From an optimization exercise on the open Yosys and OpenROAD flow, aimed at small area and a short achievable clock period; shortcuts taken in it are not production practice.
Only simulation tests tie the RTL to the original design; equivalence was not proved.

==> flow/design.v (outline; a module is shown in full before it is edited, if it fits) <==
// module decompressor: 197 lines
// module control: 329 lines
// module imm_gen: 49 lines
// module registers: 18 lines
// module registers_float: 18 lines
// module instruction_fetch_stage: 36 lines
// module instruction_decode_stage: 80 lines
// module hazard_detection_unit: 20 lines
// module forwarding_unit: 41 lines
// module dsp_mul: 71 lines
// module mul32s_enc: 55 lines
// module mul32s_lo: 1337 lines
// module mul32s_hi: 1337 lines
// module mul24u_enc: 46 lines
// module mul24u_lo: 922 lines
// module mul24u_hi: 787 lines
// module dsp_div: 129 lines
// module dsp_float: 67 lines
// module fp_int_to_float: 76 lines
// module fp_float_to_int: 33 lines
// module fp_compare: 43 lines
// module fp_add_sub: 98 lines
// module fp_mul: 90 lines
// module fp_div: 135 lines
// module fp_sqrt: 78 lines
// module alu: 148 lines
// module bubble_counter: 34 lines
// module execute_stage: 82 lines
// module memory_stage: 29 lines
// module store_lanes: 38 lines
// module writeback_stage: 23 lines
// module quinta_core: 259 lines
module quinta_core (
    input  logic        clk,
    input  logic        rst,
    output logic [31:0] imem_addr,
    input  logic [31:0] imem_rdata,
    output logic [31:0] dmem_addr,
    output logic        dmem_we,
    output logic [ 3:0] dmem_be,
    output logic [31:0] dmem_wdata,
    output logic        dmem_re,
    input  logic [31:0] dmem_rdata
);
  // ...
==> flow/flow/run.sh <==
#!/bin/bash
# The standard layout (standard.sh), with timing repair aiming for
# SETUP_SLACK_MARGIN ns of slack beyond the clock constraint. make's full
# output goes to flow.log here; each ORFS step also keeps its own log under
# orfs/logs/.
set -euo pipefail
bash standard.sh SETUP_SLACK_MARGIN=7.5 finish > flow.log 2>&1
==> flow/standard.sh <==
#!/bin/bash
# synth_recipe.tcl (not shown) runs the flow's synth.tcl, then flattens the netlist and writes it again
# the make line also repeats each setting of config.mk as NAME=value (left out here)
make -C /OpenROAD-flow-scripts/flow DESIGN_CONFIG=/design/flow/config.mk WORK_HOME=/design/flow/orfs CLKGATE_MAP_FILE= SYNTH_SCRIPT=/design/flow/synth_recipe.tcl "${@:-finish}"
==> flow/config.mk <==
export PLATFORM = sky130hd
export DESIGN_NAME = quinta_core
export DESIGN_NICKNAME = quinta_core
export VERILOG_FILES = /design/flow/design.v
export SDC_FILE = /design/flow/constraint.sdc
export NUM_CORES = 8
export LEC_CHECK = 0
export ABC_AREA = 1
export CAP_MARGIN = 35
export CORE_MARGIN = 2
export CORE_UTILIZATION = 35
export CTS_CLUSTER_DIAMETER = 80
export CTS_CLUSTER_SIZE = 24
export SLEW_MARGIN = 35
==> flow/constraint.sdc <==
create_clock -name core_clock -period 11.5 [get_ports {clk}]
set_input_delay 2.3000 -clock core_clock [delete_from_list [all_inputs] [get_ports {clk}]]
set_output_delay 2.3000 -clock core_clock [all_outputs]
set_load 0.01 [all_outputs]
==> flow_summary.ini, run 1 <==
[run_status]
status = timing/DRC/antenna clean

[drt]
wl_mm = 1170
dr_wl_met3_mm = 173
ant_nets = 0
via_count = 203459
met2WireLength_mm = 453
drc = 0

[synth]
synth_compound_area_frac = 0.177
synth_area_per_cell_sq_um = 9.03
synth_nets = 25258
yosys-top-cells-count = nand2_1 (4,357), inv_1 (2,517), edfxtp_1 (2,016), dfxtp_1 (1,909), o21ai_0 (1,481)
ys_seq_elements = 3925
syn_inst = 23850

[die]
die_y_um = 788
io_pins = 168
start_util = 0.351

[worst_setup_path]
cp_slowest_cell = dfxtp_4
crit_start = forwarding_unit_inst.right_sel[0]
critical_path_depth = 29
worst_path_most_repeated_cell = nand2_2
critPathKind = register to register
r2r_cells = 29
cp.required_ns = 12.32

[global_route]
grt.overflow.total = 0
grt_pass1_wl_mm = 1560
grt_pass1_vias = 186030

[sta]
rsz0062_at_grt = true
max_slew_margin = 0.213
fin_ws_ns = 7.08
hold_viol_final = 0
hold_ws_ns = 0.319
period_needed_ns = 4.42

[placed_design]
place_hpwl_mm = 821
pre_cts_ws_ns = 4.86

[flow_run]
drv_cap = 0

[layout]
final_cell_mix = nand2_1 (4,230), inv_1 (2,364), edfxtp_1 (2,016)
stdcell_count = 32575
nonClkBufAreaFrac = 0.0508

[clocking]
root_buffer = clkbuf_16
clk_path_buf_depth = 4
==> module instruction_decode_stage, before the edit <==
module instruction_decode_stage (
    input logic clk,
    input logic rst,
    input instruction_t instruction,
    input control_t control_in,   
    input logic [31:0] rs1_sel,   
    input logic [31:0] rs2_sel,   
    input logic [31:0] pc,
    input logic reg_write,
    input logic reg_write_float,
    input logic [4:0] write_id,
    input logic [31:0] write_data,
    output logic [31:0] immediate_data,
    output control_t control,
    output logic [31:0] read1_data,
    output logic [31:0] read2_data,
    output logic [4:0] rs1,
    output logic [4:0] rs2
);
  logic [1023:0] int_regs;
  logic [1023:0] float_regs;
  logic [31:0] read1_regs;
  logic [31:0] read2_regs;
  logic        read1_through;
  logic        read2_through;
  assign rs1 = instruction.block3;
  assign rs2 = instruction.block4;
  assign read1_through = write_id == rs1 &&
      ((reg_write == 1 && control.reg_read_float == 0) ||
       (reg_write_float == 1 && control.reg_read_float == 1));
  assign read2_through = write_id == rs2 &&
      ((reg_write == 1 && control.reg_read_float == 0) ||
       (reg_write_float == 1 && control.reg_read_float == 1));
  logic [31:0] sel1;
  logic [31:0] sel2;
  logic [31:0] read1_int;
  logic [31:0] read2_int;
  logic [31:0] read1_float;
  logic [31:0] read2_float;
  assign sel1 = rs1_sel;
  assign sel2 = rs2_sel;
  for (genvar b = 0; b < 32; b++) begin : gen_read_bit
    logic [31:0] int_column;
    logic [31:0] float_column;
    for (genvar k = 0; k < 32; k++) begin : gen_column
      assign int_column[k]   = int_regs[32*k+b];
      assign float_column[k] = float_regs[32*k+b];
    end
    assign read1_int[b]   = |(sel1[31:1] & int_column[31:1]);
    assign read2_int[b]   = |(sel2[31:1] & int_column[31:1]);
    assign read1_float[b] = |(sel1 & float_column);
    assign read2_float[b] = |(sel2 & float_column);
  end
  assign read1_regs = control.reg_read_float == 1 ? read1_float : read1_int;
  assign read2_regs = control.reg_read_float == 1 ? read2_float : read2_int;
  assign read1_data = read1_through ? write_data : read1_regs;
  assign read2_data = read2_through ? write_data : read2_regs;
  assign control = control_in;
  registers registers_normal_inst (
      .clk(clk),
      .rst(rst),
      .write_en(reg_write),
      .write_id(write_id),
      .write_data(write_data),
      .regs(int_regs)
  );
  registers_float registers_float_inst (
      .clk(clk),
      .rst(rst),
      .write_en(reg_write_float),
      .write_id(write_id),
      .write_data(write_data),
      .regs(float_regs)
  );
  imm_gen imm_gen_inst (
      .instruction(instruction),
      .control_encoding(control.encoding),
      .immediate_data(immediate_data)
  );
endmodule
==> module forwarding_unit, before the edit <==
module forwarding_unit (
    input logic clk,
    input logic rst,
    input control_t control_mem_next,   
    input control_t control_wb_next,   
    input logic [4:0] rs_1_next,
    input logic [4:0] rs_2_next,
    input logic reg_read_float_next,
    input logic alu_pc_next,
    input logic alu_src_next,
    output logic [3:0] left_sel,
    output logic [3:0] right_sel,
    output logic [2:0] store_sel
);
  logic wb_1_next;
  logic wb_2_next;
  logic mem_forward;
  logic wb_forward;
  logic mem_1_next;
  logic mem_2_next;
  assign mem_forward = control_mem_next.mem_read == MEM_NO_OP &&
      ((control_mem_next.reg_write && reg_read_float_next == 0) ||
       (control_mem_next.reg_write_float && reg_read_float_next == 1));
  assign wb_forward = (control_wb_next.reg_write && reg_read_float_next == 0) ||
      (control_wb_next.reg_write_float && reg_read_float_next == 1);
  assign mem_1_next = mem_forward && control_mem_next.write_back_id == rs_1_next;
  assign mem_2_next = mem_forward && control_mem_next.write_back_id == rs_2_next;
  assign wb_1_next = !mem_1_next && wb_forward && control_wb_next.write_back_id == rs_1_next;
  assign wb_2_next = !mem_2_next && wb_forward && control_wb_next.write_back_id == rs_2_next;
  always_ff @(posedge clk) begin
    if (rst == 1) begin
      left_sel  <= 4'b0001;
      right_sel <= 4'b0001;
      store_sel <= 3'b001;
    end else begin
      left_sel  <= alu_pc_next ? 4'b1000 : {1'b0, mem_1_next, wb_1_next, !mem_1_next && !wb_1_next};
      right_sel <= alu_src_next ? 4'b1000 : {1'b0, mem_2_next, wb_2_next, !mem_2_next && !wb_2_next};
      store_sel <= {mem_2_next, wb_2_next, !mem_2_next && !wb_2_next};
    end
  end
endmodule
==> module alu, before the edit <==
module alu (
    input logic clk,
    input logic rst,
    input logic [31:0] left_operand,
    input logic [31:0] right_operand,
    input alu_op_t alu_op,
    input logic [31:0] alu_sel,   
    input logic [31:0] res_sel,   
    output logic [31:0] alu_res,
    output logic insert_bubble
);
  logic [63:0] mul_res;
  logic [31:0] div_res_unsigned;
  logic [31:0] rem_res_unsigned;
  logic [31:0] div_res_signed;
  logic [31:0] rem_res_signed;
  logic [31:0] int_float_res;
  logic [31:0] float_int_res;
  logic [31:0] float_add_res;
  logic [31:0] float_sub_res;
  logic        float_eq_res;
  logic        float_lt_res;
  logic        float_lte_res;
  logic [31:0] float_mul_res;
  logic [31:0] float_div_res;
  logic [31:0] float_sqrt_res;
  logic        shift_fill;
  logic        shift_big;
  logic [31:0] shift_right_res;
  logic [31:0] shift_left_res;
  assign shift_fill = (alu_sel[ALU_SHIFT_RIGHT_AR] | alu_sel[ALU_SHIFT_RIGHT_AR_IMM]) & left_operand[31];
  assign shift_big = !alu_sel[ALU_SHIFT_RIGHT_AR_IMM] && right_operand[31:5] != 0;
  always_comb begin
    if (shift_big) begin
      shift_right_res = {32{shift_fill}};
    end else begin
      shift_right_res = 32'($signed({shift_fill, left_operand}) >>> right_operand[4:0]);
    end
    if (right_operand[31:5] != 0) begin
      shift_left_res = 32'd0;
    end else begin
      shift_left_res = left_operand << right_operand[4:0];
    end
  end
  function automatic logic [1:0] compare_tree(input logic [31:0] l, input logic [31:0] r);
    logic [31:0] lt;
    logic [31:0] eq;
    lt = ~l & r;
    eq = ~(l ^ r);
    for (int w = 1; w < 32; w = w * 2) begin
      for (int k = 0; k < 32; k += 2 * w) begin
        lt[k] = lt[k+w] | (eq[k+w] & lt[k]);
        eq[k] = eq[k+w] & eq[k];
      end
    end
    compare_tree = {lt[0], eq[0]};
  endfunction
  logic [1:0] compare_unsigned;   
  logic [1:0] compare_signed;
  assign compare_unsigned = compare_tree(left_operand, right_operand);
  assign compare_signed = compare_tree(left_operand ^ 32'h80000000, right_operand ^ 32'h80000000);
  logic [31:0] res_units;
  logic [31:0] res_logic;
  logic [31:0] res_shift;
  logic        res_float_compare;
  logic        res_compare;
  logic [31:0] res_arith;
  always_comb begin
    res_units = ({32{res_sel[ALU_MUL]}} & mul_res[31:0])
        | ({32{res_sel[ALU_MULH]}} & mul_res[63:32])
        | ({32{res_sel[ALU_DIV]}} & div_res_signed)
        | ({32{res_sel[ALU_DIVU]}} & div_res_unsigned)
        | ({32{res_sel[ALU_REM]}} & rem_res_signed)
        | ({32{res_sel[ALU_REMU]}} & rem_res_unsigned)
        | ({32{res_sel[ALU_F_INT_FLOAT]}} & int_float_res)
        | ({32{res_sel[ALU_F_FLOAT_INT]}} & float_int_res)
        | ({32{res_sel[ALU_F_ADD]}} & float_add_res)
        | ({32{res_sel[ALU_F_SUB]}} & float_sub_res)
        | ({32{res_sel[ALU_F_MUL]}} & float_mul_res)
        | ({32{res_sel[ALU_F_DIV]}} & float_div_res)
        | ({32{res_sel[ALU_F_SQRT]}} & float_sqrt_res);
    res_logic = (({32{res_sel[ALU_AND]}} & (left_operand & right_operand))
        | ({32{res_sel[ALU_OR]}} & (left_operand | right_operand)))
        | (({32{res_sel[ALU_XOR]}} & (left_operand ^ right_operand))
        | ({32{res_sel[ALU_ADD_0]}} & left_operand));   
    res_shift = ({32{res_sel[ALU_SHIFT_LEFT]}} & shift_left_res)
        | ({32{res_sel[ALU_SHIFT_RIGHT] | res_sel[ALU_SHIFT_RIGHT_AR] | res_sel[ALU_SHIFT_RIGHT_AR_IMM]}} & shift_right_res);
    res_float_compare = (res_sel[ALU_F_EQ] & float_eq_res) | (res_sel[ALU_F_LT] & float_lt_res)
        | (res_sel[ALU_F_LTEQ] & float_lte_res);
    res_compare = (res_sel[ALU_LESS_THAN_UNSIGNED] & compare_unsigned[1])
        | (res_sel[ALU_LESS_THAN_SIGNED] & compare_signed[1])
        | (res_sel[ALU_EQUAL] & compare_unsigned[0]);
    res_arith = ({32{res_sel[ALU_ADD]}} & (left_operand + right_operand))
        | ({32{res_sel[ALU_SUB]}} & (left_operand - right_operand));
    alu_res = ((res_units | res_logic) | (res_shift | {31'b0, res_float_compare}))
        | (res_arith | {31'b0, res_compare});
  end
  dsp_mul dsp_mul_inst (   
      .clk(clk),
      .left_operand(left_operand),
      .right_operand(right_operand),
      .mul_res(mul_res)
  );   
  dsp_div dsp_div_inst (   
      .clk(clk),
      .rst(rst),
      .alu_op(alu_op),
      .alu_sel(alu_sel),
      .left_operand(left_operand),
      .right_operand(right_operand),
      .div_res_unsigned(div_res_unsigned),
      .rem_res_unsigned(rem_res_unsigned),
      .div_res_signed(div_res_signed),
      .rem_res_signed(rem_res_signed)
  );   
  dsp_float dsp_float_inst (   
      .clk(clk),
      .rst(rst),
      .alu_op(alu_op),
      .alu_sel(alu_sel),
      .left_operand(left_operand),
      .right_operand(right_operand),
      .int_float_res(int_float_res),
      .float_int_res(float_int_res),
      .float_add_res(float_add_res),
      .float_sub_res(float_sub_res),
      .float_eq_res(float_eq_res),
      .float_lt_res(float_lt_res),
      .float_lte_res(float_lte_res),
      .float_mul_res(float_mul_res),
      .float_div_res(float_div_res),
      .float_sqrt_res(float_sqrt_res)
  );   
  logic start_2, start_6, start_32, start_36;
  logic idle_2, idle_6, idle_32, idle_36;
  logic mid_2, mid_6, mid_32, mid_36;
  assign start_2  = alu_sel[ALU_F_ADD] | alu_sel[ALU_F_SUB] | alu_sel[ALU_F_FLOAT_INT];
  assign start_6  = alu_sel[ALU_MUL] | alu_sel[ALU_MULH] | alu_sel[ALU_F_MUL];
  assign start_32 = alu_sel[ALU_DIV] | alu_sel[ALU_DIVU] | alu_sel[ALU_REM] | alu_sel[ALU_REMU]
      | alu_sel[ALU_F_INT_FLOAT] | alu_sel[ALU_F_SQRT];
  assign start_36 = alu_sel[ALU_F_DIV];
  bubble_counter #(.N(2)) bubble_2_inst (.clk(clk), .rst(rst), .start(start_2), .idle(idle_2), .mid(mid_2));
  bubble_counter #(.N(6)) bubble_6_inst (.clk(clk), .rst(rst), .start(start_6), .idle(idle_6), .mid(mid_6));
  bubble_counter #(.N(32)) bubble_32_inst (.clk(clk), .rst(rst), .start(start_32), .idle(idle_32), .mid(mid_32));
  bubble_counter #(.N(36)) bubble_36_inst (.clk(clk), .rst(rst), .start(start_36), .idle(idle_36), .mid(mid_36));
  assign insert_bubble = (start_2 & idle_2) | mid_2 | (start_6 & idle_6) | mid_6
      | (start_32 & idle_32) | mid_32 | (start_36 & idle_36) | mid_36;
endmodule
==> module execute_stage, before the edit <==
module execute_stage (
    input logic clk,
    input logic rst,
    input logic [31:0] pc_execute,
    input logic [31:0] data1,
    input logic [31:0] data2,
    input logic [31:0] immediate_data,
    input control_t control,
    input logic [31:0] alu_sel,   
    input logic [31:0] res_sel,
    input logic [3:0] left_sel,   
    input logic [3:0] right_sel,   
    input logic [2:0] store_sel,   
    input logic [31:0] alu_res_mem,
    input logic [31:0] wb_fwd,
    output logic [31:0] alu_res,   
    output logic [31:0] mem_addr,   
    output logic branch_taken,
    output logic [3:0] store_be,
    output logic [31:0] store_wdata,
    output logic insert_bubble
);
  logic [31:0] left_operand;
  logic [31:0] right_operand;
  logic [31:0] mem_data;
  logic [31:0] alu_res_internal;
  logic        compare_res;
  assign left_operand = ({32{left_sel[3]}} & pc_execute) | ({32{left_sel[2]}} & alu_res_mem)
      | ({32{left_sel[1]}} & wb_fwd) | ({32{left_sel[0]}} & data1);
  assign right_operand = ({32{right_sel[3]}} & immediate_data) | ({32{right_sel[2]}} & alu_res_mem)
      | ({32{right_sel[1]}} & wb_fwd) | ({32{right_sel[0]}} & data2);
  assign mem_data = ({32{store_sel[2]}} & alu_res_mem) | ({32{store_sel[1]}} & wb_fwd)
      | ({32{store_sel[0]}} & data2);
  assign mem_addr = left_operand + right_operand;
  assign alu_res = (({32{control.alu_bypass}} & immediate_data)
      | ({32{control.is_branch}} & ({immediate_data[30:0], 1'b0} + pc_execute))) | alu_res_internal;
  function automatic logic [1:0] compare_tree(input logic [31:0] l, input logic [31:0] r);
    logic [31:0] lt;
    logic [31:0] eq;
    lt = ~l & r;
    eq = ~(l ^ r);
    for (int w = 1; w < 32; w = w * 2) begin
      for (int k = 0; k < 32; k += 2 * w) begin
        lt[k] = lt[k+w] | (eq[k+w] & lt[k]);
        eq[k] = eq[k+w] & eq[k];
      end
    end
    compare_tree = {lt[0], eq[0]};
  endfunction
  logic [1:0] compare_unsigned;   
  logic [1:0] compare_signed;
  assign compare_unsigned = compare_tree(left_operand, right_operand);
  assign compare_signed = compare_tree(left_operand ^ 32'h80000000, right_operand ^ 32'h80000000);
  always_comb begin
    if (alu_sel[ALU_EQUAL] == 1) begin
      compare_res = compare_unsigned[0];
    end else if (alu_sel[ALU_LESS_THAN_SIGNED] == 1) begin
      compare_res = compare_signed[1];
    end else begin
      compare_res = compare_unsigned[1];
    end
  end
  assign branch_taken = ((compare_res ^ control.alu_inv_res) & control.is_branch) | control.alu_jump;
  store_lanes store_lanes_inst (
      .mem_write(control.mem_write),
      .byte_offset(left_operand[1:0] + right_operand[1:0]),
      .mem_data_in(mem_data),
      .be(store_be),
      .wdata(store_wdata)
  );
  alu alu_inst (
      .clk(clk),
      .rst(rst),
      .left_operand(left_operand),
      .right_operand(right_operand),
      .alu_op(control.alu_op),
      .alu_sel(alu_sel),
      .res_sel(res_sel),
      .alu_res(alu_res_internal),
      .insert_bubble(insert_bubble)
  );
endmodule
==> module quinta_core, before the edit <==
module quinta_core (
    input  logic        clk,
    input  logic        rst,
    output logic [31:0] imem_addr,
    input  logic [31:0] imem_rdata,
    output logic [31:0] dmem_addr,
    output logic        dmem_we,
    output logic [ 3:0] dmem_be,
    output logic [31:0] dmem_wdata,
    output logic        dmem_re,
    input  logic [31:0] dmem_rdata
);
  logic         sys_clk;
  assign sys_clk = clk;
  instruction_t        instruction_fetch;
  logic         [31:0] pc_fetch;
  logic                pc_pause_fetch;
  instruction_t        instruction_decode;
  instruction_t        instruction_decode_next;
  control_t            control_decode_next;
  control_t            control_decode_q;   
  logic         [31:0] rs1_sel_decode;   
  logic         [31:0] rs2_sel_decode;
  logic         [31:0] pc_decode;
  control_t            control_decode;
  logic         [31:0] read1_data_decode;
  logic         [31:0] read2_data_decode;
  logic         [31:0] immediate_data_decode;
  logic         [ 4:0] rs1_decode;
  logic         [ 4:0] rs2_decode;
  logic                hazard_detected_decode;
  control_t            control_execute;
  logic         [31:0] alu_sel_execute;   
  logic         [31:0] res_sel_execute;   
  logic         [31:0] data1_execute;
  logic         [31:0] data2_execute;
  logic         [31:0] immediate_data_execute;
  logic         [31:0] alu_res_execute;
  logic         [31:0] pc_execute;
  logic                branch_taken_execute;
  logic         [ 4:0] rs1_execute;
  logic         [ 4:0] rs2_execute;
  logic                insert_bubble_execute;
  logic         [ 3:0] store_be_execute;
  logic         [31:0] store_wdata_execute;
  logic                hold_execute;
  logic         [ 4:0] rs1_execute_next;
  logic         [ 4:0] rs2_execute_next;
  logic                reg_read_float_execute_next;
  control_t            control_mem_next;
  logic         [ 3:0] left_sel;
  logic         [ 3:0] right_sel;
  logic         [ 2:0] store_sel;
  logic                alu_pc_execute_next;
  logic                alu_src_execute_next;
  logic         [31:0] mem_addr_execute;
  control_t            control_mem;
  logic         [31:0] alu_res_in_mem;   
  logic         [31:0] mem_data_out_mem;
  logic                branch_taken_mem;
  logic         [31:0] pc4_mem;
  logic         [31:0] dmem_addr_mem;   
  logic         [ 3:0] dmem_be_mem;
  logic         [31:0] dmem_wdata_mem;
  logic                dmem_we_mem;
  logic                dmem_re_mem;
  control_t            control_wb;
  logic         [31:0] wb_data_wb;   
  logic         [31:0] wb_fwd_wb;   
  assign hold_execute = insert_bubble_execute == 1 && hazard_detected_decode == 0 && branch_taken_mem == 0;
  always_comb begin
    control_mem_next = control_execute;
    if (branch_taken_mem == 1) begin
      control_mem_next.reg_write = 0;   
      control_mem_next.mem_write = MEM_NO_OP;   
      control_mem_next.is_branch = 0;   
    end
  end
  assign rs1_execute_next = hold_execute ? rs1_execute : rs1_decode;
  assign rs2_execute_next = hold_execute ? rs2_execute : rs2_decode;
  assign alu_pc_execute_next = hold_execute ? control_execute.alu_pc : control_decode.alu_pc;
  assign alu_src_execute_next = hold_execute ? control_execute.alu_src : control_decode.alu_src;
  assign reg_read_float_execute_next = hold_execute ? control_execute.reg_read_float : control_decode.reg_read_float;
  always_comb begin
    if (rst == 1) begin
      instruction_decode_next = 'b0;
    end else if (hazard_detected_decode == 1 || insert_bubble_execute == 1) begin
      instruction_decode_next = instruction_decode;
    end else if (branch_taken_mem == 1) begin
      instruction_decode_next = 'b0;   
    end else begin
      instruction_decode_next = instruction_fetch;
    end
  end
  control control_next_inst (
      .instruction(instruction_decode_next),
      .control(control_decode_next)
  );
  always_ff @(posedge sys_clk) begin
    instruction_decode <= instruction_decode_next;
    control_decode_q   <= control_decode_next;
    rs1_sel_decode     <= 32'd1 << instruction_decode_next.block3;
    rs2_sel_decode     <= 32'd1 << instruction_decode_next.block4;
  end
  always_ff @(posedge sys_clk) begin
    if (rst == 1) begin
      pc_decode <= 0;
      pc_execute <= 0;
      data1_execute <= 0;
      data2_execute <= 0;
      immediate_data_execute <= 0;
      rs1_execute <= 0;
      rs2_execute <= 0;
      control_execute <= 'b0;
      alu_sel_execute <= 32'd1;
      res_sel_execute <= 32'd1;
      branch_taken_mem <= 0;
      control_mem <= 'b0;
      dmem_we_mem <= 0;
      dmem_re_mem <= 0;
      control_wb <= 'b0;
    end else begin
      if (hazard_detected_decode == 0 && insert_bubble_execute == 0) begin
        pc_decode <= pc_fetch;
      end
      if (hold_execute == 0) begin
        pc_execute <= pc_decode;
        data1_execute <= read1_data_decode;
        data2_execute <= read2_data_decode;
        immediate_data_execute <= immediate_data_decode;
        rs1_execute <= rs1_decode;
        rs2_execute <= rs2_decode;
        control_execute <= control_decode;
        alu_sel_execute <= 32'd1 << control_decode.alu_op;
        if (control_decode.alu_bypass == 1 || (control_decode.is_branch == 1 &&
            hazard_detected_decode == 0 && branch_taken_mem == 0)) begin
          res_sel_execute <= 32'd0;
        end else begin
          res_sel_execute <= 32'd1 << control_decode.alu_op;
        end
        if (hazard_detected_decode == 1 || branch_taken_mem == 1) begin
          control_execute.reg_write <= 0;   
          control_execute.mem_write <= MEM_NO_OP;   
          control_execute.is_branch <= 0;   
        end
      end
      branch_taken_mem <= branch_taken_execute;
      control_mem <= control_mem_next;
      dmem_we_mem <= control_mem_next.mem_write != MEM_NO_OP;
      dmem_re_mem <= control_mem_next.mem_read != MEM_NO_OP;
      control_wb <= control_mem;
    end
  end
  always_ff @(posedge sys_clk) begin
    alu_res_in_mem <= alu_res_execute;
    pc4_mem <= pc_execute + 4;
    dmem_addr_mem <= mem_addr_execute;
    dmem_be_mem <= store_be_execute;
    dmem_wdata_mem <= store_wdata_execute;
  end
  assign dmem_addr  = dmem_addr_mem;
  assign dmem_we    = dmem_we_mem;
  assign dmem_re    = dmem_re_mem;
  assign dmem_be    = dmem_be_mem;
  assign dmem_wdata = dmem_wdata_mem;
  assign pc_pause_fetch = hazard_detected_decode | insert_bubble_execute;
  instruction_fetch_stage instruction_fetch_stage_inst (
      .clk(sys_clk),
      .rst(rst),
      .branch_taken(branch_taken_mem),
      .pc_branch(alu_res_in_mem),
      .hazard_detected(pc_pause_fetch),
      .pc(pc_fetch),
      .instruction(instruction_fetch),
      .imem_addr(imem_addr),
      .imem_rdata(imem_rdata)
  );
  instruction_decode_stage instruction_decode_stage_inst (
      .clk(sys_clk),
      .rst(rst),
      .instruction(instruction_decode),
      .control_in(control_decode_q),
      .rs1_sel(rs1_sel_decode),
      .rs2_sel(rs2_sel_decode),
      .pc(pc_decode),
      .reg_write(control_wb.reg_write),
      .reg_write_float(control_wb.reg_write_float),
      .write_id(control_wb.write_back_id),
      .write_data(wb_data_wb),
      .immediate_data(immediate_data_decode),
      .control(control_decode),
      .read1_data(read1_data_decode),
      .read2_data(read2_data_decode),
      .rs1(rs1_decode),
      .rs2(rs2_decode)
  );
  hazard_detection_unit hazard_detection_unit_inst (
      .clk(sys_clk),
      .rst(rst),
      .rs1(rs1_decode),
      .rs2(rs2_decode),
      .control_ex(control_execute),
      .hazard_detected(hazard_detected_decode)
  );
  forwarding_unit forwarding_unit_inst (
      .clk(sys_clk),
      .rst(rst),
      .control_mem_next(control_mem_next),
      .control_wb_next(control_mem),
      .rs_1_next(rs1_execute_next),
      .rs_2_next(rs2_execute_next),
      .reg_read_float_next(reg_read_float_execute_next),
      .alu_pc_next(alu_pc_execute_next),
      .alu_src_next(alu_src_execute_next),
      .left_sel(left_sel),
      .right_sel(right_sel),
      .store_sel(store_sel)
  );
  execute_stage execute_stage_inst (
      .clk(sys_clk),
      .rst(rst),
      .pc_execute(pc_execute),
      .data1(data1_execute),
      .data2(data2_execute),
      .immediate_data(immediate_data_execute),
      .control(control_execute),
      .alu_sel(alu_sel_execute),
      .res_sel(res_sel_execute),
      .left_sel(left_sel),
      .right_sel(right_sel),
      .store_sel(store_sel),
      .alu_res_mem(alu_res_in_mem),
      .wb_fwd(wb_fwd_wb),
      .alu_res(alu_res_execute),
      .mem_addr(mem_addr_execute),
      .branch_taken(branch_taken_execute),
      .store_be(store_be_execute),
      .store_wdata(store_wdata_execute),
      .insert_bubble(insert_bubble_execute)
  );
  memory_stage memory_stage_inst (
      .clk(sys_clk),
      .rst(rst),
      .alu_res_in(alu_res_in_mem),
      .control(control_mem),
      .mem_data_out(mem_data_out_mem),
      .dmem_rdata(dmem_rdata)
  );
  writeback_stage writeback_stage_inst (
      .clk(sys_clk),
      .rst(rst),
      .control(control_mem),
      .pc4(pc4_mem),
      .alu_res(alu_res_in_mem),
      .mem_data(mem_data_out_mem),
      .wb_data(wb_data_wb),
      .wb_fwd(wb_fwd_wb)
  );
endmodule
==> run 2: changes to the inputs <==
--- a/flow/design.v
+++ b/flow/design.v
@@ -725,6 +725,8 @@
     input control_t control_in,   
     input logic [31:0] rs1_sel,   
     input logic [31:0] rs2_sel,   
+    input logic [31:0] rs1_sel_n,
+    input logic [31:0] rs2_sel_n,
     input logic [31:0] pc,
     input logic reg_write,
     input logic reg_write_float,
@@ -768,8 +770,8 @@
     end
     assign read1_int[b]   = |(sel1[31:1] & int_column[31:1]);
     assign read2_int[b]   = |(sel2[31:1] & int_column[31:1]);
-    assign read1_float[b] = |(sel1 & float_column);
-    assign read2_float[b] = |(sel2 & float_column);
+    assign read1_float[b] = |(~rs1_sel_n & float_column);
+    assign read2_float[b] = |(~rs2_sel_n & float_column);
   end
   assign read1_regs = control.reg_read_float == 1 ? read1_float : read1_int;
   assign read2_regs = control.reg_read_float == 1 ? read2_float : read2_int;
@@ -830,8 +832,12 @@
     input logic alu_src_next,
     output logic [3:0] left_sel,
     output logic [3:0] right_sel,
-    output logic [2:0] store_sel
+    output logic [2:0] store_sel,
+    output logic [3:0] left_sel_hi_n,
+    output logic [3:0] right_sel_hi_n
 );
+  logic [3:0] left_sel_next;
+  logic [3:0] right_sel_next;
   logic wb_1_next;
   logic wb_2_next;
   logic mem_forward;
@@ -847,15 +853,21 @@
   assign mem_2_next = mem_forward && control_mem_next.write_back_id == rs_2_next;
   assign wb_1_next = !mem_1_next && wb_forward && control_wb_next.write_back_id == rs_1_next;
   assign wb_2_next = !mem_2_next && wb_forward && control_wb_next.write_back_id == rs_2_next;
+  assign left_sel_next  = alu_pc_next ? 4'b1000 : {1'b0, mem_1_next, wb_1_next, !mem_1_next && !wb_1_next};
+  assign right_sel_next = alu_src_next ? 4'b1000 : {1'b0, mem_2_next, wb_2_next, !mem_2_next && !wb_2_next};
   always_ff @(posedge clk) begin
     if (rst == 1) begin
       left_sel  <= 4'b0001;
       right_sel <= 4'b0001;
       store_sel <= 3'b001;
+      left_sel_hi_n  <= 4'b1110;
+      right_sel_hi_n <= 4'b1110;
     end else begin
-      left_sel  <= alu_pc_next ? 4'b1000 : {1'b0, mem_1_next, wb_1_next, !mem_1_next && !wb_1_next};
-      right_sel <= alu_src_next ? 4'b1000 : {1'b0, mem_2_next, wb_2_next, !mem_2_next && !wb_2_next};
+      left_sel  <= left_sel_next;
+      right_sel <= right_sel_next;
       store_sel <= {mem_2_next, wb_2_next, !mem_2_next && !wb_2_next};
+      left_sel_hi_n  <= ~left_sel_next;
+      right_sel_hi_n <= ~right_sel_next;
     end
   end
 endmodule
@@ -6171,6 +6183,7 @@
     input alu_op_t alu_op,
     input logic [31:0] alu_sel,   
     input logic [31:0] res_sel,   
+    input logic [31:0] res_sel_hi_n,   
     output logic [31:0] alu_res,
     output logic insert_bubble
 );
@@ -6230,33 +6243,37 @@
   logic        res_float_compare;
   logic        res_compare;
   logic [31:0] res_arith;
+  logic [31:0][31:0] res_mask;
+  for (genvar k = 0; k < 32; k++) begin : gen_res_mask
+    assign res_mask[k] = {{16{!res_sel_hi_n[k]}}, {16{res_sel[k]}}};
+  end
   always_comb begin
-    res_units = ({32{res_sel[ALU_MUL]}} & mul_res[31:0])
-        | ({32{res_sel[ALU_MULH]}} & mul_res[63:32])
-        | ({32{res_sel[ALU_DIV]}} & div_res_signed)
-        | ({32{res_sel[ALU_DIVU]}} & div_res_unsigned)
-        | ({32{res_sel[ALU_REM]}} & rem_res_signed)
-        | ({32{res_sel[ALU_REMU]}} & rem_res_unsigned)
-        | ({32{res_sel[ALU_F_INT_FLOAT]}} & int_float_res)
-        | ({32{res_sel[ALU_F_FLOAT_INT]}} & float_int_res)
-        | ({32{res_sel[ALU_F_ADD]}} & float_add_res)
-        | ({32{res_sel[ALU_F_SUB]}} & float_sub_res)
-        | ({32{res_sel[ALU_F_MUL]}} & float_mul_res)
-        | ({32{res_sel[ALU_F_DIV]}} & float_div_res)
-        | ({32{res_sel[ALU_F_SQRT]}} & float_sqrt_res);
-    res_logic = (({32{res_sel[ALU_AND]}} & (left_operand & right_operand))
-        | ({32{res_sel[ALU_OR]}} & (left_operand | right_operand)))
-        | (({32{res_sel[ALU_XOR]}} & (left_operand ^ right_operand))
-        | ({32{res_sel[ALU_ADD_0]}} & left_operand));   
-    res_shift = ({32{res_sel[ALU_SHIFT_LEFT]}} & shift_left_res)
-        | ({32{res_sel[ALU_SHIFT_RIGHT] | res_sel[ALU_SHIFT_RIGHT_AR] | res_sel[ALU_SHIFT_RIGHT_AR_IMM]}} & shift_right_res);
+    res_units = (res_mask[ALU_MUL] & mul_res[31:0])
+        | (res_mask[ALU_MULH] & mul_res[63:32])
+        | (res_mask[ALU_DIV] & div_res_signed)
+        | (res_mask[ALU_DIVU] & div_res_unsigned)
+        | (res_mask[ALU_REM] & rem_res_signed)
+        | (res_mask[ALU_REMU] & rem_res_unsigned)
+        | (res_mask[ALU_F_INT_FLOAT] & int_float_res)
+        | (res_mask[ALU_F_FLOAT_INT] & float_int_res)
+        | (res_mask[ALU_F_ADD] & float_add_res)
+        | (res_mask[ALU_F_SUB] & float_sub_res)
+        | (res_mask[ALU_F_MUL] & float_mul_res)
+        | (res_mask[ALU_F_DIV] & float_div_res)
+        | (res_mask[ALU_F_SQRT] & float_sqrt_res);
+    res_logic = ((res_mask[ALU_AND] & (left_operand & right_operand))
+        | (res_mask[ALU_OR] & (left_operand | right_operand)))
+        | ((res_mask[ALU_XOR] & (left_operand ^ right_operand))
+        | (res_mask[ALU_ADD_0] & left_operand));   
+    res_shift = (res_mask[ALU_SHIFT_LEFT] & shift_left_res)
+        | ((res_mask[ALU_SHIFT_RIGHT] | res_mask[ALU_SHIFT_RIGHT_AR] | res_mask[ALU_SHIFT_RIGHT_AR_IMM]) & shift_right_res);
     res_float_compare = (res_sel[ALU_F_EQ] & float_eq_res) | (res_sel[ALU_F_LT] & float_lt_res)
         | (res_sel[ALU_F_LTEQ] & float_lte_res);
     res_compare = (res_sel[ALU_LESS_THAN_UNSIGNED] & compare_unsigned[1])
         | (res_sel[ALU_LESS_THAN_SIGNED] & compare_signed[1])
         | (res_sel[ALU_EQUAL] & compare_unsigned[0]);
-    res_arith = ({32{res_sel[ALU_ADD]}} & (left_operand + right_operand))
-        | ({32{res_sel[ALU_SUB]}} & (left_operand - right_operand));
+    res_arith = (res_mask[ALU_ADD] & (left_operand + right_operand))
+        | (res_mask[ALU_SUB] & (left_operand - right_operand));
     alu_res = ((res_units | res_logic) | (res_shift | {31'b0, res_float_compare}))
         | (res_arith | {31'b0, res_compare});
   end
@@ -6355,9 +6372,12 @@
     input control_t control,
     input logic [31:0] alu_sel,   
     input logic [31:0] res_sel,
+    input logic [31:0] res_sel_hi_n,   
     input logic [3:0] left_sel,   
     input logic [3:0] right_sel,   
     input logic [2:0] store_sel,   
+    input logic [3:0] left_sel_hi_n,   
+    input logic [3:0] right_sel_hi_n,   
     input logic [31:0] alu_res_mem,
     input logic [31:0] wb_fwd,
     output logic [31:0] alu_res,   
@@ -6372,10 +6392,16 @@
   logic [31:0] mem_data;
   logic [31:0] alu_res_internal;
   logic        compare_res;
-  assign left_operand = ({32{left_sel[3]}} & pc_execute) | ({32{left_sel[2]}} & alu_res_mem)
-      | ({32{left_sel[1]}} & wb_fwd) | ({32{left_sel[0]}} & data1);
-  assign right_operand = ({32{right_sel[3]}} & immediate_data) | ({32{right_sel[2]}} & alu_res_mem)
-      | ({32{right_sel[1]}} & wb_fwd) | ({32{right_sel[0]}} & data2);
+  logic [3:0][31:0] left_mask;
+  logic [3:0][31:0] right_mask;
+  for (genvar k = 0; k < 4; k++) begin : gen_operand_mask
+    assign left_mask[k]  = {{16{!left_sel_hi_n[k]}}, {16{left_sel[k]}}};
+    assign right_mask[k] = {{16{!right_sel_hi_n[k]}}, {16{right_sel[k]}}};
+  end
+  assign left_operand = (left_mask[3] & pc_execute) | (left_mask[2] & alu_res_mem)
+      | (left_mask[1] & wb_fwd) | (left_mask[0] & data1);
+  assign right_operand = (right_mask[3] & immediate_data) | (right_mask[2] & alu_res_mem)
+      | (right_mask[1] & wb_fwd) | (right_mask[0] & data2);
   assign mem_data = ({32{store_sel[2]}} & alu_res_mem) | ({32{store_sel[1]}} & wb_fwd)
       | ({32{store_sel[0]}} & data2);
   assign mem_addr = left_operand + right_operand;
@@ -6423,6 +6449,7 @@
       .alu_op(control.alu_op),
       .alu_sel(alu_sel),
       .res_sel(res_sel),
+      .res_sel_hi_n(res_sel_hi_n),
       .alu_res(alu_res_internal),
       .insert_bubble(insert_bubble)
   );
@@ -6540,6 +6567,8 @@
   control_t            control_decode_q;   
   logic         [31:0] rs1_sel_decode;   
   logic         [31:0] rs2_sel_decode;
+  logic         [31:0] rs1_sel_n_decode;   
+  logic         [31:0] rs2_sel_n_decode;
   logic         [31:0] pc_decode;
   control_t            control_decode;
   logic         [31:0] read1_data_decode;
@@ -6551,6 +6580,7 @@
   control_t            control_execute;
   logic         [31:0] alu_sel_execute;   
   logic         [31:0] res_sel_execute;   
+  logic         [31:0] res_sel_hi_n_execute;   
   logic         [31:0] data1_execute;
   logic         [31:0] data2_execute;
   logic         [31:0] immediate_data_execute;
@@ -6570,6 +6600,8 @@
   logic         [ 3:0] left_sel;
   logic         [ 3:0] right_sel;
   logic         [ 2:0] store_sel;
+  logic         [ 3:0] left_sel_hi_n;
+  logic         [ 3:0] right_sel_hi_n;
   logic                alu_pc_execute_next;
   logic                alu_src_execute_next;
   logic         [31:0] mem_addr_execute;
@@ -6620,6 +6652,8 @@
     control_decode_q   <= control_decode_next;
     rs1_sel_decode     <= 32'd1 << instruction_decode_next.block3;
     rs2_sel_decode     <= 32'd1 << instruction_decode_next.block4;
+    rs1_sel_n_decode   <= ~(32'd1 << instruction_decode_next.block3);
+    rs2_sel_n_decode   <= ~(32'd1 << instruction_decode_next.block4);
   end
   always_ff @(posedge sys_clk) begin
     if (rst == 1) begin
@@ -6633,6 +6667,7 @@
       control_execute <= 'b0;
       alu_sel_execute <= 32'd1;
       res_sel_execute <= 32'd1;
+      res_sel_hi_n_execute <= ~32'd1;
       branch_taken_mem <= 0;
       control_mem <= 'b0;
       dmem_we_mem <= 0;
@@ -6654,8 +6689,10 @@
         if (control_decode.alu_bypass == 1 || (control_decode.is_branch == 1 &&
             hazard_detected_decode == 0 && branch_taken_mem == 0)) begin
           res_sel_execute <= 32'd0;
+          res_sel_hi_n_execute <= ~32'd0;
         end else begin
           res_sel_execute <= 32'd1 << control_decode.alu_op;
+          res_sel_hi_n_execute <= ~(32'd1 << control_decode.alu_op);
         end
         if (hazard_detected_decode == 1 || branch_taken_mem == 1) begin
           control_execute.reg_write <= 0;   
@@ -6701,6 +6738,8 @@
       .control_in(control_decode_q),
       .rs1_sel(rs1_sel_decode),
       .rs2_sel(rs2_sel_decode),
+      .rs1_sel_n(rs1_sel_n_decode),
+      .rs2_sel_n(rs2_sel_n_decode),
       .pc(pc_decode),
       .reg_write(control_wb.reg_write),
       .reg_write_float(control_wb.reg_write_float),
@@ -6733,7 +6772,9 @@
       .alu_src_next(alu_src_execute_next),
       .left_sel(left_sel),
       .right_sel(right_sel),
-      .store_sel(store_sel)
+      .store_sel(store_sel),
+      .left_sel_hi_n(left_sel_hi_n),
+      .right_sel_hi_n(right_sel_hi_n)
   );
   execute_stage execute_stage_inst (
       .clk(sys_clk),
@@ -6745,9 +6786,12 @@
       .control(control_execute),
       .alu_sel(alu_sel_execute),
       .res_sel(res_sel_execute),
+      .res_sel_hi_n(res_sel_hi_n_execute),
       .left_sel(left_sel),
       .right_sel(right_sel),
       .store_sel(store_sel),
+      .left_sel_hi_n(left_sel_hi_n),
+      .right_sel_hi_n(right_sel_hi_n),
       .alu_res_mem(alu_res_in_mem),
       .wb_fwd(wb_fwd_wb),
       .alu_res(alu_res_execute),
==> run 2 against run 1 <==
Still clean on timing, DRC and antenna. Clock skew fell by 0.059 ns. Synthesized cell count rose by 1.5%. Flip-flop and latch count rose by 93. Critical path type unchanged.
==> flow_summary.ini, run 2 <==
[run_status]
status = timing/DRC/antenna clean

[sta]
drv_slew = 0
min_period_over_period = 0.383
fin_ws_ns = 7.09
skew_ns = 0.0644
fmax_mhz = 227
final.setup.tns_ns = 0
setup_violations = 0
max_slew_margin = 0.246
hold_viol_final = 0
period_needed_ns = 4.41
worstMarginPinSlew_ns = 1.13
rsz0062_at_grt = true

[clocking]
cts_tree = built
insertion_delay_ns = 1.06
h-tree-depth = 5
cts-buffers-inserted = 275
cts_sinks = 4018
hold_buffers = 0
clk_pin_slew_ns = 0.09
clk_path_buf_depth = 4
root_buffer = clkbuf_16

[worst_setup_path]
start_kind = register
cp.required_ns = 12.19
path_max_fanout = 62
reg2reg_slack_ns = 7.09
critPathKind = register to register
worst_ep_arrival_time_ns = 5.10
endpoint_kind = register
r2r_end = alu_res_in_mem[21]
r2r_cells = 14

[die]
die_area_sq_um = 629000
die_y_um = 793
core_sq_um = 620000
num_rows = 289
start_util = 0.352
io_pins = 168
fp.dieW_um = 793

[synth]
synthArstFlopShare = 0
synth_area_sq_um = 218000
yosys-top-cells-count = nand2_1 (3,958), inv_1 (2,972), edfxtp_1 (2,016), dfxtp_1 (2,002), o21ai_0 (1,454)
synth-edff-count = 2016
yosysTopAreaCellShare = 0.278
ys.flop_type = edfxtp_1
yosysMostFrequentCell = nand2_1
ys_seq_elements = 4018
synth_largest_area_cell = edfxtp_1
syn_inst = 24217
synth_area_per_cell_sq_um = 9.01
synth_nets = 25625
synth.area.top_cells = edfxtp_1 (28%), dfxtp_1 (18%), nand2_1 (6.8%)
ys_types = 87
yosysSeqAreaShare = 0.461
yosys_warnings = 28

[layout]
fin_nets = 26000
final_cell_mix = nand2_1 (3,834), inv_1 (2,818), edfxtp_1 (2,016)
final.fill_count = 61420
layout_commonest_cell = nand2_1
drive_gt1_frac = 0.132
area_growth_pct = 16.2

[drt]
vias_per_cell = 6.04
wl_mm = 1090
dr.pass1.iters = 9
routedWlPerCell_um = 32.9
drc = 0
via_count = 200394
drt_iter0_markers = 31021
ant_nets = 0

[hold_path]
hold_depth = 0
hp-class = register to register

[global_route]
antenna_found_initial = 140
track_usage = 0.332
grt_pass1_vias = 183434
grt_max_degree = 156
grt_pass1_wl_mm = 1480
grt.overflow.total = 0

[flow_run]
drv_cap = 0

[placed_design]
portBuffers = 167
place_hpwl_mm = 779
pre_cts_ws_ns = 4.48
gp_congestion = 1.10
run 2: cell types whose count changed after synthesis, sizes merged, moves of 48 or more:
cell,before,now
a22o,579,436
buf,308,246
dfxtp,1909,2002
inv,2586,3038
nand2,4394,3982
nand3,986,1034
nor2,1312,1410
o22ai,883,1219
run 2: layout make-up:
class,count,area (sq um),share of cell area
inverter,3107,12300,0.0484
multi-input combinational,15798,107000,0.423
sequential,4018,101000,0.399
clock inverter,176,2430,0.00958
tap,8293,10400,0.0410
clock buffer,296,7090,0.0280
antenna,74,185,0.000731
timing repair inverter,8,51.3,0.000202
timing repair buffer,1384,12700,0.0502
run 2: what timing repair did:
| item | in CTS | in global routing |
|---|---|---|
| endpoints found under the hold margin | 0 | 0 |
| setup buffers | 270 | 230 |
| cloned | 25 | 5 |
| pin swaps | 205 | 255 |
| gates resized for setup | 1649 | 815 |
| endpoints found under the setup margin | 726 | 503 |
run 2: logic make-up (layout without fill, tap and decap cells):
family / count (synthesis) / in the layout / synth area share
AO/OA/AOI/OAI: 6069 / 6070 / 0.176
adder cells (fa/ha/maj): 1342 / 1342 / 0.100
other: 0 / 74 / 0
XOR/XNOR: 963 / 963 / 0.0387
AND/OR/NAND/NOR: 7380 / 7387 / 0.145
flip-flops: 4018 / 4018 / 0.461
multiplexers: 36 / 36 / 0.00168
buffers and inverters: 4409 / 4971 / 0.0767
run 2: worst max-delay path: stages, from the launching register on:
cell and delay [ns]:
dfxtp_2 0.33, buf_6 0.39, o21ai_0 0.23, inv_1 0.09, nor2_1 0.06, o21ai_0 0.50
nor2_1 0.10, a31oi_2 0.42, a21oi_1 0.13, o21ai_0 0.09, o211ai_1 0.44, nor2_2 0.36
nand3_1 0.12, nor2_2 0.21, nand4_1 0.52
run 2: per-stage QoR:
stage	cell area, sq um	hold WS [ns]	utilization	instances
after floorplan	218000	0.310	-	24217
after global placement	231000	0.311	0.373	32060
after detailed placement	232000	0.312	0.374	32071
after CTS	248000	0.312	0.400	32838
after global routing	253000	0.325	0.408	33088
final	253000	0.310	0.409	33154
run 2: routing by layer:
layer | part of all wire | GRT usage | vias up | wire, um
met2 | 0.40 | 0.461 | 13659 | 432000
li1 | - | - | 85228 | -
met5 | 0.00092 | 0.00582 | - | 1000
met4 | 0.072 | 0.190 | 94 | 78900
met1 | 0.39 | 0.446 | 98733 | 430000
met3 | 0.14 | 0.114 | 2680 | 150000
run 2: worst max-delay path by stage:
stage,from,end,slack [ns],depth (start not counted)
finish,register,alu_res_in_mem[21],7.09,14
global route,imem_rdata[14],control_decode_q[19],7.17,25
CTS,pc_execute[1],alu_res_in_mem[21],7.29,19
detailed placement,imem_rdata[1],control_decode_q[25],4.48,24
global placement,imem_rdata[1],control_decode_q[25],4.41,24
floorplan,imem_rdata[13],control_decode_q[24],7.01,23

afterwards: timing with drivers on the ports:
No port has a modelled driver above. Below, the same layouts with a new extraction and two added sets of constraints.
Step 1 assumes that a clkbuf_16 drives the clock port and a buf_2 every other input.
Step 2 adds t to the input delays and takes it off the output delays; t is the mean of the earliest and latest rising clock arrival at the registers after step 1. Input paths then give back, and output paths get back, about the clock's delay inside the block.
Slacks: ideal ports / drivers / drivers and shift; pairs: ideal ports / drivers.
| run | t (ns) | slack for setup (ns) | slew at the worst register clock pin (ns) |
|---|---|---|---|
| run 1 | 1.177 | 7.081 / 7.081 / 6.282 | 0.11 / 0.11 |
| run 2 | 1.165 | 7.093 / 7.093 / 6.175 | 0.10 / 0.10 |
After both steps setup and hold are still met in every run listed. The setup slack of run 2, which loses most, moves by 0.000 ns with the drivers and by -0.918 ns with both steps.
